This design comes from an exercise in tuning for small area and a short achievable clock period on the open sky130 flow, not from production work.

Setup of JK:
==> flow/design.v <==
module alu(res, carry, zero, T, N, c, inst);
   parameter l=16;
   input [l-1:0] T, N;
   input c;
   input [2:0] inst;
   output [l-1:0] res;
   output carry, zero;
   wire prop, andor, selr;
   assign { prop, selr, andor } = inst;
   wire cin = andor & (c | selr);
   wire [l+1:0] s = { 1'b0, T, 1'b1 } + { 1'b0, N, cin };
   wire [l-1:0] lg = selr ? (andor ? (T | N) : (T & N))
                     : (andor ? ~(T ^ N) : (T ^ N));
   assign res = prop ? s[l:1] : lg;
   assign carry = prop ? s[l+1] : c;
   assign zero = ~|T;
endmodule  
module stack(clk, sp, push, in, out);
   parameter dep=4, l=16;
   input clk, push;
   input [dep-1:0] sp;
   input [l-1:0] in;
   output [l-1:0] out;
   localparam n = 1 << dep;
   wire [n-1:0] sel;
   wire [n-1:0] we;
   wire [l-1:0] rd [0:n];
   assign rd[0] = {l{1'b0}};
   genvar k;
   generate for(k=0; k<n; k=k+1) begin : e
      reg [l-1:0] m;
      assign sel[k] = (sp == k);
      assign we[k] = push & sel[(k+1) % n];
      always @(posedge clk)
         m <= (in & {l{we[k]}}) | (m & {l{~we[k]}});
      assign rd[k+1] = rd[k] | (m & {l{sel[k]}});
   end endgenerate
   assign out = rd[n];
endmodule  
module cpu(clk, latclk, run, nreset, addr, rd, wr, data, 
           dataout, gwrite
 ,
           dr, dw, daddr, din, dout, bp);
   parameter rstaddr=16'h3FFE, show=0,
             l=16, sdep=4, rdep=4;
   input clk, latclk, run, nreset, gwrite;
   output [l-1:0] addr;
   output rd;
   output [1:0] wr;
   input  [l-1:0] data;
   output [l-1:0] dataout;
      input [2:0] daddr;
      input dr, dw;
      input [l-1:0] din, bp;
      output [l-1:0] dout;
   reg [sdep-1:0] sp;
   reg [rdep-1:0] rp;
   reg [l-1:0] T, I, P, R;
   reg [1:0] state;
   reg c;
   wire [4:0] inst, rwinst;
   reg [l-1:0] jmp;
   assign inst = { 4'b0000, data[15], I[14:0] }
                 >> (5*(3-state[1:0]));
   assign rwinst = { 5'b00000, I[14:0] }
                   >> (5*(3-state[1:0]));
   always @(state or I or P or T or data)
      case(state[1:0])
        2'b00: jmp = { data[14:0], 1'b0 };
        2'b01: jmp = { P[15:11], I[9:0], 1'b0 };
        2'b10: jmp = { P[15:6], I[4:0], 1'b0 };
        2'b11: jmp = { T[15:1], 1'b0 };
      endcase  
   wire [l-1:0] res, toN, toR, N;
   wire carry, zero;
   alu #(l) alu16(.res(res), .carry(carry),
                  .zero(zero),
                  .T(T), .N(N), .c(c),
                  .inst(inst[2:0]));
   wire [l-1:0] incaddr, dataw, datas;
   wire tos2n;
   wire incby, bswap, addrsel, access, rd;
   wire [1:0] wr;
   assign incby = (rwinst[4:2] != 3'b101);
   assign access = (rwinst[4:3]==2'b10);
   assign addrsel = rd ? 
         (access & (rwinst[1:0] != 2'b11)) : |wr;
   assign rd = (state==2'b00) || 
               (access && (rwinst[1:0]!=2'b00));
   assign wr = (access && (rwinst[1:0]==2'b00)) ?
               { ~rwinst[2] | ~T[0], 
                 ~rwinst[2] | T[0] } : 2'b00;
   assign addr = addrsel ? T : P;
   assign incaddr = addr + incby + 1;
   assign tos2n = (!rd | (rwinst[1:0] == 2'b11));
   assign toN = tos2n ? T : dataw;
   assign bswap = ~incby ^ addr[0];
   assign datas = bswap ? { data[7:0], data[l-1:8] }
                        : data;
   assign dataw = incby ? datas
                        : { 8'h00, datas[7:0] }; 
   assign dataout = bswap ? { N[7:0], N[l-1:8] }
                          : N; 
   reg dpush, rpush;
   always @(state or inst or rd or run  
                                       or run or dw or daddr
                                       )
     begin
        rpush = 1'b0;
        dpush = (|state[1:0] & rd) |
                (inst[4] && inst[3] && inst[1]);
        case(inst)
           5'b00001: rpush = |state[1:0] | run;
           5'b11100: rpush = 1'b1;
           default ;
        endcase  
        if(!run && dw) case(daddr)
           3'h0: dpush = 1;
           3'h1: rpush = 1;
           default ;
        endcase
     end
   wire [sdep-1:0] spdec, spinc;
   wire [rdep-1:0] rpdec, rpinc;
   stack #(sdep,l) dstack(.clk(latclk),
                          .sp(sp),
                          .push(dpush),
                          .in(toN),
                          .out(N));
   stack #(rdep,l) rstack(.clk(latclk),
                          .sp(rp),
                          .push(rpush),
                          .in(R),
                          .out(toR));
   assign spdec = sp-{{(sdep-1){1'b0}}, 1'b1};
   assign spinc = sp+{{(sdep-1){1'b0}}, 1'b1};
   assign rpdec = rp-{{(rdep-1){1'b0}}, 1'b1};
   assign rpinc = rp+{{(rdep-1){1'b0}}, 1'b1};
   wire [1:0] nextstate;
   assign nextstate = ((~|inst) || (|inst[4:3])) ?
                      state[1:0] + 2'b01 : 2'b00;
   reg [l-1:0] dout;
   always @(daddr or dr or run or P or T or R or I or
            state or sp or rp or c or N or toR or bp)
   if(!dr || run) dout = 'h0;
   else case(daddr)
      3'h0: dout = N;
      3'h1: dout = toR;
      3'h2: dout = bp;
      3'h3: dout = { run, 4'h0, c, state,
                     {4-sdep{1'b0}}, sp,
                     {4-rdep{1'b0}}, rp };
      3'h4: dout = P;
      3'h5: dout = T;
      3'h6: dout = R;
      3'h7: dout = I;
   endcase
   always @(posedge clk or negedge nreset)
      if(!nreset) begin
         state <= 2'b11;
         P <= rstaddr;
         T <= 16'h0000;
         I <= 16'h0000;
         R <= 16'h0000;
         c <= 1'b0;
         sp <= 0;
         rp <= 0;
      end else if(run) begin
         if(~|state || 
            ({ inst[4:3], inst[1:0] } == 4'b1011))
            P <= incaddr;
         if(|state[1:0]) begin 
            if(rd && { inst[4:3], inst[1:0] } != 4'b1010)
               sp <= spdec;
            if(|wr) sp <= spinc;
         end else begin 
            I <= data; 
            if(!data[15]) state[1:0] <= 2'b01;
         end
         state <= nextstate;
         case(inst)
            5'b00001: begin  
               rp <= rpdec;
               R <= { ~|state ? incaddr[15:1] : P[15:1], c };
               P <= jmp;
               c <= 1'b0;
               if(state == 2'b11) { sp, T } <= { spinc, N };
            end  
            5'b00010: begin  
               P <= jmp;
               if(state == 2'b11) { sp, T } <= { spinc, N };
            end
            5'b00011:  
                      { rp, c, P, R } <= 
                      { rpinc, R[0], R[l-1:1], 1'b0, toR };
            5'b00100, 5'b00101, 5'b00110, 5'b00111:
            begin  
               if((inst[1] ? c : zero) ^ inst[0]) 
                  P <= jmp;
               { sp, T } <= { spinc, N };
            end
            5'b01001:  
               { c, T } <= { 1'b1, ~T };
            5'b01110:  
               { T, R, c } <=
               { c ? { carry, res } : { 1'b0, T }, R };
            5'b01111:  
               { c, T, R } <=
               { (c | carry) ? res : T, R, (c | carry) };
            5'b01000, 5'b01010, 5'b01011, 5'b01100, 5'b01101:
               { sp, c, T } <= { spinc, carry, res };
            5'b10000, 5'b10001, 5'b10100, 5'b10101:
            begin         
               if(nextstate != 2'b10) T <= incaddr;
               sp <= rd ? spdec : spinc;
            end
            5'b10010, 5'b10011, 5'b10110, 5'b10111:
               T <= dataw;   
            5'b11000: sp <= spinc;                
            5'b11001: { sp, T } <= { spinc, N };                      
            5'b11010: { sp, T } <= { spdec, N };  
            5'b11011: sp <= spdec;                
            5'b11100: begin                       
               R <= T; rp <= rpdec; { sp, T } <= { spinc, N };
            end  
            5'b11110: begin                       
               { sp, T, R } <= { spdec, R, toR };
               rp <= rpinc;
            end  
            default ;                             
         endcase  
      end else begin  
         if(dw) case(daddr)
            3'h0: { sp, T } <= { spdec, din };
            3'h1: { rp, R } <= { rpdec, din };
            3'h3: { c, state, sp, rp } <= 
                    { din[10:8],
                      din[sdep+3:4], din[rdep-1:0] };
            3'h4: P <= din;
            3'h5: T <= din;
            3'h6: R <= din;
            3'h7: I <= din;
            default ;
         endcase
         if(dr) case(daddr)
            3'h0: sp <= spinc;
            3'h1: rp <= rpinc;
            default ;
         endcase
      end  
endmodule  
module b16_core(clk, nreset, run, addr, rd, wr, data, dataout,
                dr, dw, daddr, din, bp, dout);
   input         clk, nreset, run;
   output [15:0] addr;
   output        rd;
   output [1:0]  wr;
   input  [15:0] data;
   output [15:0] dataout;
   input         dr, dw;
   input  [2:0]  daddr;
   input  [15:0] din, bp;
   output [15:0] dout;
   cpu b16(.clk(clk), .latclk(clk), .run(run), .nreset(nreset),
           .addr(addr), .rd(rd), .wr(wr), .data(data),
           .dataout(dataout), .gwrite(1'b0),
           .dr(dr), .dw(dw), .daddr(daddr), .din(din), .dout(dout),
           .bp(bp));
endmodule
==> flow/config.mk <==
export PLATFORM = sky130hd
export DESIGN_NAME = b16_core
export DESIGN_NICKNAME = b16_core
export VERILOG_FILES = /design/flow/design.v
export SDC_FILE = /design/flow/constraint.sdc
export NUM_CORES = 4
export LEC_CHECK = 0
export CAP_MARGIN = 20
export CORE_MARGIN = 2
export CORE_UTILIZATION = 40
export SETUP_SLACK_MARGIN = 5
export SLEW_MARGIN = 20
export TNS_END_PERCENT = 100
==> flow/constraint.sdc <==
create_clock -name core_clock -period 14.0 [get_ports {clk}]
set_input_delay 2.8000 -clock core_clock [delete_from_list [all_inputs] [get_ports {clk}]]
set_output_delay 2.8000 -clock core_clock [all_outputs]
set_load 0.01 [all_outputs]
run.sh (not shown) runs the stock make flow with config.mk's settings and CLKGATE_MAP_FILE= SYNTH_SCRIPT=/design/flow/synth_recipe.tcl, a recipe that flattens the netlist after the stock synthesis.
JK ran to completion and came out clean on the timing, DRC and antenna checks.
[inputs] MS vs JK
diff --git a/flow/config.mk b/flow/config.mk
--- a/flow/config.mk
+++ b/flow/config.mk
@@ -6,8 +6,7 @@
 export NUM_CORES = 4
 export LEC_CHECK = 0
+export ABC_AREA = 1
 export CAP_MARGIN = 20
 export CORE_MARGIN = 2
 export CORE_UTILIZATION = 40
-export SETUP_SLACK_MARGIN = 5
 export SLEW_MARGIN = 20
-export TNS_END_PERCENT = 100
Findings:
- MS: all stages complete, timing, DRC and antenna checks passed
- MS against JK: first-pass GRT wire length went down by about 8%, total number of vias went up by 393, clock skew went up by 0.017 ns.
Function was not checked in any run of this note: the RTL went through the layout flow alone.

==> afterwards: timing with drivers on the ports <==
How much do the figures lean on ideal ports? The routed layouts below were timed once more, with nothing changed but the port constraints.
Step 1, drivers: a clkbuf_16 drives clk and a buf_2 each remaining input, both assumed.
Step 2 times the ports against the registers' clock, not the clock port: input delays grow and output delays shrink by t, the midpoint of the rising clock arrivals with the driver on.
Slacks: ideal / step 1 / step 2; pairs: ideal / step 1.
| run | shift t [ns] | slack for setup (ns) | hold WS [ns] |
|---|---|---|---|
| JK | 0.695 | 5.168 / 5.145 / 5.145 | 0.599 / 0.599 / 0.599 |
| MS | 0.681 | 5.351 / 5.311 / 5.311 | 0.492 / 0.492 / 0.492 |
After both steps every run listed still meets setup and hold. For MS, which loses most, drivers alone change the setup slack by -0.040 ns; drivers and shift together by -0.040 ns.
